Context: an optimization exercise on an open-source flow, tuned for small area, a short achievable clock period and few clock cycles. The choices shown serve that exercise and are no tape-out recipe. Function was checked by simulation only, so behaviour that the tests miss may differ from the original. Power is estimated from default activity; no workload was simulated.

// finder
module finder(clk,rst_n,wr,din,find,dfind,full,is,location);
	input clk;
	input rst_n;
	input wr;
	input [7:0] din;
	input find;
	input [7:0] dfind;
	output reg full;
	output reg is;
	output [5:0] location;
	reg [7:0] mem [0:62];
	reg [5:0] pointer;
	always @(posedge clk or negedge rst_n)
		if (!rst_n) begin
			pointer <= 6'd0;
			full <= 1'b0;
		end else if (wr) begin
			if (pointer != 6'd63) begin
				pointer <= pointer + 6'd1;
				full <= 1'b0;
			end else begin
				pointer <= 6'd0;
				full <= 1'b1;
			end
		end
	genvar i;
	generate
		for (i = 0; i < 63; i = i + 1) begin : g_mem
			always @(posedge clk)
				if (wr && pointer == i)
					mem[i] <= din;
		end
	endgenerate
	wire [5:0] p = location;	 
	wire [63:0] m;
	generate
		for (i = 0; i < 63; i = i + 1) begin : g_cmp
			assign m[i] = (mem[i] == dfind);
		end
	endgenerate
	assign m[63] = 1'b0;
	wire [31:0] hs;
	generate
		for (i = 0; i < 32; i = i + 1) begin : g_h
			assign hs[i] = (m[i] & ~p[5] & (p[4:0] <= i)) |
			               (m[32 + i] & p[5] & (p[4:0] <= i));
		end
	endgenerate
	function [5:0] first32(input [31:0] v);
		reg [4:0] idx;
		integer k;
		begin
			idx = 5'd0;
			for (k = 31; k >= 0; k = k - 1)
				if (v[k]) idx = k;
			first32 = {|v, idx};
		end
	endfunction
	wire [5:0] c_h = first32(hs);
	wire [5:0] c_l = first32(m[31:0]);
	wire [5:0] c_u = first32(m[63:32]);
	reg n_h, s_l, s_u, loc5;
	reg [4:0] i_h, i_l, i_u;
	always @(posedge clk or negedge rst_n)
		if (!rst_n) begin
			is <= 1'b0;
			n_h <= 1'b0;
			s_l <= 1'b0;
			s_u <= 1'b0;
			loc5 <= 1'b0;
			i_h <= 5'd0;
			i_l <= 5'd0;
			i_u <= 5'd0;
		end else if (find) begin
			is <= c_l[5] | c_u[5];
			n_h <= ~c_h[5];
			s_l <= ~c_h[5] & (p[5] ? c_l[5] : ~c_u[5]);
			s_u <= ~c_h[5] & (p[5] ? ~c_l[5] : c_u[5]);
			loc5 <= c_h[5] ? p[5] : (p[5] ? ~c_l[5] : c_u[5]);
			i_h <= c_h[4:0];
			i_l <= c_l[4:0];
			i_u <= c_u[4:0];
		end
	assign location = {loc5, ({5{~n_h}} & i_h) | ({5{s_l}} & i_l) | ({5{s_u}} & i_u)};
endmodule
clock: 8.0 ns
lec_check: 0
cap_margin: 20
core_margin: 2
core_utilization: 30
cts_buf_list: sky130_fd_sc_hd__clkbuf_8
cts_cluster_diameter: 60
cts_cluster_size: 18
setup_slack_margin: 4.65
slew_margin: 20
run.sh (not shown) runs the stock make flow with config.mk's settings and CLKGATE_MAP_FILE= SYNTH_SCRIPT=/design/flow/synth_recipe.tcl, a recipe that flattens the netlist after the stock synthesis.
Testbench counts at the start, summed over its fixed seeds: cycles 2,400.
==> next run, changes <==
- CORE_UTILIZATION: 30 -> 40
- SETUP_SLACK_MARGIN: 4.65 -> 4.8
After rerunning:
- setup slack got worse by 110 ps
- final area climbs by a few percent
- hold slack gains 20 ps
- non-clock buffer count is higher by 109
- final cell count is lower by a few percent
- core utilization is higher by 14 points
- count of clock-buffer cells in the layout goes down by 1
- synthesized cell count stays the same
- total power goes up by a few percent
- first-iteration DRC count drops by a few percent
==> next run, changes <==
- CORE_UTILIZATION: 40 -> 50
- SETUP_SLACK_MARGIN: 4.8 -> 4.65
Die area fell by about a fifth.
Wire length falls by a few percent.
Via count fell slightly.
Hold slack got worse by 29 ps.
Setup slack is worse by 27 ps.
Clock power is about the same.
==> next run, changes <==
- CORE_UTILIZATION: 50 -> 25
Effect: The changed run completed with no timing, DRC or antenna violations; combinational power shrinks by about 6%; setup slack improved by 75 ps; final cell count rises by 21%; die area rises by 98%; wire length drops by 1.5%; global-route usage is lower by 15 points; critical path depth is unchanged.


Another version of the RTL of finder (not shown whole).
For scale: ~530 flip-flops, about 28 I/O pins, roughly 25000 sq um of cells after synthesis.
export LEC_CHECK = 0
export CAP_MARGIN = 20
export CORE_MARGIN = 2
export CORE_UTILIZATION = 40
export SETUP_SLACK_MARGIN = 5.0
export SLEW_MARGIN = 20
create_clock -name core_clock -period 8.0 [get_ports {clk}]
Testbench counts at the start, summed over its fixed seeds: cycles 2,400.
Edit:
--- a/flow/config.mk
+++ b/flow/config.mk
@@ -8,5 +8,8 @@
 export CAP_MARGIN = 20
 export CORE_MARGIN = 2
-export CORE_UTILIZATION = 40
-export SETUP_SLACK_MARGIN = 5.0
+export CORE_UTILIZATION = 65
+export CTS_BUF_LIST = sky130_fd_sc_hd__clkbuf_8
+export CTS_CLUSTER_DIAMETER = 60
+export CTS_CLUSTER_SIZE = 18
+export SETUP_SLACK_MARGIN = 4.5
 export SLEW_MARGIN = 20
Sequential power barely changes. Worst hold slack gets worse by 0.074 ns. Via count decreases by 3.9%.
Edit:
--- a/flow/config.mk
+++ b/flow/config.mk
@@ -8,8 +8,5 @@
 export CAP_MARGIN = 20
 export CORE_MARGIN = 2
-export CORE_UTILIZATION = 65
-export CTS_BUF_LIST = sky130_fd_sc_hd__clkbuf_8
-export CTS_CLUSTER_DIAMETER = 60
-export CTS_CLUSTER_SIZE = 18
+export CORE_UTILIZATION = 40
 export SETUP_SLACK_MARGIN = 4.5
 export SLEW_MARGIN = 20
Worst setup slack improved by 0.063 ns.
Design area rose by 8.3%.
Worst hold slack degrades by 0.021 ns.
Via count stays flat.
Synthesized cell count is unchanged.
Register-to-register slack gets better by 0.12 ns.
Edit:
--- a/flow/config.mk
+++ b/flow/config.mk
@@ -6,7 +6,11 @@
 export NUM_CORES = 4
 export LEC_CHECK = 0
+export ABC_CLOCK_PERIOD_IN_PS = 2500
 export CAP_MARGIN = 20
 export CORE_MARGIN = 2
 export CORE_UTILIZATION = 40
+export CTS_BUF_LIST = sky130_fd_sc_hd__clkbuf_8
+export CTS_CLUSTER_DIAMETER = 60
+export CTS_CLUSTER_SIZE = 18
 export SETUP_SLACK_MARGIN = 4.5
 export SLEW_MARGIN = 20
Effect: Setup slack improves by 0.026 ns; total power decreases by about a fifth; maximum frequency increases slightly.

[separate check: timing with driven ports]
The flow's constraints put no driver on any port. The routed layouts listed below were extracted and timed again, unchanged, in two steps. Step 1 (the two cells are an assumption about what drives the block):
set clk [get_ports {clk}]
set_driving_cell -lib_cell sky130_fd_sc_hd__clkbuf_16 $clk
set_driving_cell -lib_cell sky130_fd_sc_hd__buf_2 [delete_from_list [all_inputs] $clk]
Step 2 also shifts input and output timing later by t, the mid clock arrival at the registers, as if the neighbouring blocks saw the same clock. a / b / c = ideal ports / drivers / drivers and shift; a / b = the first two.
run | t (ns) | setup slack, ns | clock arrival spread, ns | worst slew at a driven data input, ns
the first run of note 1 | 0.697 | 4.591 / 4.444 / 3.747 | 0.047 / 0.047 | 0.33
the second run of note 1 | 0.714 | 4.478 / 4.426 / 3.900 | 0.042 / 0.042 | 0.29
the third run of note 1 | 0.702 | 4.451 / 4.399 / 3.741 | 0.038 / 0.038 | 0.33
the fourth run of note 1 | 0.704 | 4.526 / 4.472 / 3.832 | 0.038 / 0.037 | 0.25
the first run of note 2 | 0.680 | 4.340 / 4.205 / 3.525 | 0.036 / 0.036 | 0.33
the second run of note 2 | 0.701 | 4.410 / 4.259 / 3.559 | 0.045 / 0.045 | 0.27
the third run of note 2 | 0.678 | 4.472 / 4.354 / 3.675 | 0.050 / 0.049 | 0.27
the fourth run of note 2 | 0.707 | 4.498 / 4.392 / 3.685 | 0.076 / 0.077 | 0.28
After both steps every run listed still meets setup and hold. The setup slack of the second run of note 2, which loses most, moves by -0.151 ns with the drivers and by -0.851 ns with both steps.
